This is an optimization exercise on Yosys and OpenROAD, whose aim is small area, not a production implementation. Only simulation tests tie the RTL to the original design; equivalence was not proved. The clock input has no modelled driver; a real chip could not lean on it and would need a root buffer or a full tree. Power is estimated from default activity; no workload was simulated.

==> flow/design.v (excerpt) <==
module I2S_DAC(
   input  clk50M,
   input  rst_n,
   input  Key,
   input  mic_sd,
   output mic_sck,
   output mic_ws,
   output led,
   output mic_out
);
Size in the first run: roughly 190 cells after synthesis, roughly 69 flip-flops, about 8 I/O pins.
Settings: LEC_CHECK=0, ABC_AREA=1, CAP_MARGIN=20, CORE_MARGIN=2, CORE_UTILIZATION=40, SLEW_MARGIN=20; clock period 20.0 ns.
standard.sh (not shown) runs the stock make flow with config.mk's settings and CLKGATE_MAP_FILE= SYNTH_SCRIPT=/design/flow/synth_recipe.tcl, a recipe that flattens the netlist after the stock synthesis.
==> flow/flow/run.sh <==
#!/bin/bash
set -euo pipefail
W=$PWD
F=$W/flow
{ printf 'proc abc {args} {\n  set i [lsearch -exact $args -script]\n  lset args [expr {$i + 1}] %s\n  set i [lsearch -exact $args -D]\n  if {$i >= 0} { set args [lreplace $args $i [expr {$i + 1}]] }\n  yosys abc {*}$args\n}\n' "$F/area.abc"
  cat "$W/synth_recipe.tcl"; } > "$W/synth_area.tcl"
make -C "$FLOW_HOME" DESIGN_CONFIG="$W/config.mk" WORK_HOME="$W/orfs" CLKGATE_MAP_FILE= \
  SYNTH_SCRIPT="$W/synth_area.tcl" synth > "$W/synth.log" 2>&1
export BUFFER_PORTS_ARGS="-buffer_cell sky130_fd_sc_hd__buf_1"
export PRE_CTS_TCL="$F/cts_manual.tcl"
export CLK_NBUF=${CLK_NBUF:-4}
export CLK_BUF=${CLK_BUF:-sky130_fd_sc_hd__clkbuf_8}
bash "$W/standard.sh" > "$W/layout.log" 2>&1
==> flow/flow/cts_manual.tcl <==
# Sourced before CTS (PRE_CTS_TCL). It replaces clock_tree_synthesis with a flat clock tree:
# the clock port drives CLK_NBUF buffers of type CLK_BUF, and each buffer drives the clock pins
# of one group of registers (k-means on their placed locations, with groups of equal size),
# placed at the group's centre.
# Every register gets the clock through exactly one buffer, so the clock reaches all registers
# through the same kind of path.
proc clock_tree_synthesis { args } {
  set nbuf $::env(CLK_NBUF)
  set block [ord::get_db_block]
  set db [ord::get_db]
  set master [$db findMaster $::env(CLK_BUF)]
  set port [$block findBTerm clk50M]
  set clk [$port getNet]
  set sinks {}
  foreach it [$clk getITerms] {
    set loc [[$it getInst] getLocation]
    lappend sinks [list $it [lindex $loc 0] [lindex $loc 1]]
  }
  set n [llength $sinks]
  puts "manual cts: $n sinks, $nbuf buffers of $::env(CLK_BUF)"
  # initial centres: sinks sorted by x, split evenly
  set sorted [lsort -integer -index 1 $sinks]
  set centres {}
  for {set k 0} {$k < $nbuf} {incr k} {
    set s [lindex $sorted [expr {int(($k + 0.5) * $n / $nbuf)}]]
    lappend centres [list [lindex $s 1] [lindex $s 2]]
  }
  # balanced k-means: each group holds at most cap registers
  set cap [expr {($n + $nbuf - 1) / $nbuf}]
  for {set iter 0} {$iter < 20} {incr iter} {
    set pairs {}
    for {set j 0} {$j < $n} {incr j} {
      set s [lindex $sinks $j]
      for {set k 0} {$k < $nbuf} {incr k} {
        set c [lindex $centres $k]
        lappend pairs [list [expr {abs([lindex $s 1] - [lindex $c 0]) + abs([lindex $s 2] - [lindex $c 1])}] $j $k]
      }
    }
    set assign [lrepeat $n -1]
    set cnt [lrepeat $nbuf 0]
    foreach pr [lsort -integer -index 0 $pairs] {
      lassign $pr d j k
      if {[lindex $assign $j] < 0 && [lindex $cnt $k] < $cap} {
        lset assign $j $k
        lset cnt $k [expr {[lindex $cnt $k] + 1}]
      }
    }
    set sx [lrepeat $nbuf 0.0]; set sy [lrepeat $nbuf 0.0]
    foreach s $sinks a $assign {
      lset sx $a [expr {[lindex $sx $a] + [lindex $s 1]}]
      lset sy $a [expr {[lindex $sy $a] + [lindex $s 2]}]
    }
    for {set k 0} {$k < $nbuf} {incr k} {
      if {[lindex $cnt $k] > 0} {
        lset centres $k [list [expr {int([lindex $sx $k] / [lindex $cnt $k])}] [expr {int([lindex $sy $k] / [lindex $cnt $k])}]]
      }
    }
  }
  $clk setSigType CLOCK
  for {set k 0} {$k < $nbuf} {incr k} {
    set inst [odb::dbInst_create $block $master "clkbuf_manual_$k"]
    set net [odb::dbNet_create $block "clknet_manual_$k"]
    $net setSigType CLOCK
    [$inst findITerm A] connect $clk
    [$inst findITerm X] connect $net
    set c [lindex $centres $k]
    $inst setLocation [lindex $c 0] [lindex $c 1]
    $inst setPlacementStatus PLACED
    set members 0
    foreach s $sinks a $assign {
      if {$a == $k} {
        set it [lindex $s 0]
        $it disconnect
        $it connect $net
        incr members
      }
    }
    puts "manual cts: buffer $k at $c drives $members sinks"
  }
  set_propagated_clock [all_clocks]
}
Other scripts of this flow, unchanged in this note and not shown: flow/flow/area.abc
Rerun with:
--- a/flow/flow/cts_manual.tcl
+++ b/flow/flow/cts_manual.tcl
@@ -3,2 +3 @@
-# of one group of registers (k-means on their placed locations, with groups of equal size),
-# placed at the group's centre.
+# of one group of registers (k-means on their placed locations), placed at the group's centre.
@@ -28,2 +26,0 @@
-  # balanced k-means: each group holds at most cap registers
-  set cap [expr {($n + $nbuf - 1) / $nbuf}]
@@ -31,3 +28,4 @@
-    set pairs {}
-    for {set j 0} {$j < $n} {incr j} {
-      set s [lindex $sinks $j]
+    set sx [lrepeat $nbuf 0.0]; set sy [lrepeat $nbuf 0.0]; set cnt [lrepeat $nbuf 0]
+    set assign {}
+    foreach s $sinks {
+      set best 0; set bd 1e30
@@ -36 +34,2 @@
-        lappend pairs [list [expr {abs([lindex $s 1] - [lindex $c 0]) + abs([lindex $s 2] - [lindex $c 1])}] $j $k]
+        set d [expr {abs([lindex $s 1] - [lindex $c 0]) + abs([lindex $s 2] - [lindex $c 1])}]
+        if {$d < $bd} { set bd $d; set best $k }
@@ -38,14 +37,4 @@
-    }
-    set assign [lrepeat $n -1]
-    set cnt [lrepeat $nbuf 0]
-    foreach pr [lsort -integer -index 0 $pairs] {
-      lassign $pr d j k
-      if {[lindex $assign $j] < 0 && [lindex $cnt $k] < $cap} {
-        lset assign $j $k
-        lset cnt $k [expr {[lindex $cnt $k] + 1}]
-      }
-    }
-    set sx [lrepeat $nbuf 0.0]; set sy [lrepeat $nbuf 0.0]
-    foreach s $sinks a $assign {
-      lset sx $a [expr {[lindex $sx $a] + [lindex $s 1]}]
-      lset sy $a [expr {[lindex $sy $a] + [lindex $s 2]}]
+      lappend assign $best
+      lset sx $best [expr {[lindex $sx $best] + [lindex $s 1]}]
+      lset sy $best [expr {[lindex $sy $best] + [lindex $s 2]}]
+      lset cnt $best [expr {[lindex $cnt $best] + 1}]
Effect:
- clock power falls by about 2%
- worst setup slack is better by 0.028 ns
- final cell count stays the same
- sequential power hardly moves
- routed wire length falls by 0.66%
- sequential share of layout area is unchanged
- sequential cell count is unchanged
- total power falls by 0.51%
No run of this note takes its clock network from TritonCTS; it comes from the design's own scripts or RTL.

## what the ideal ports hide
Ports are ideal in the flow. The routed layouts listed here were re-timed in OpenROAD. Step 1: set_driving_cell puts a clkbuf_16 on clk50M and a buf_2 on each other input, an assumption about the parent block. Step 2 moves the port delays by t, midway between the first and last clock arrival at a register: inputs arrive t later, outputs are due t later. That takes back most of the time a late clock gives input paths. a / b / c = ideal / step 1 / step 2; a / b = the first two.
run | t (ns) | setup WS [ns] | hold slack, ns | worst setup path after step 2 | latest minus earliest clock arrival (ns)
the first run | 0.208 | 14.021 / 13.970 / 14.178 | 0.340 / 0.340 / 0.340 | register to output | 0.009 / 0.009
the second run | 0.212 | 14.050 / 13.996 / 14.208 | 0.335 / 0.335 / 0.335 | register to output | 0.035 / 0.035
After both steps every run listed still meets setup and hold.
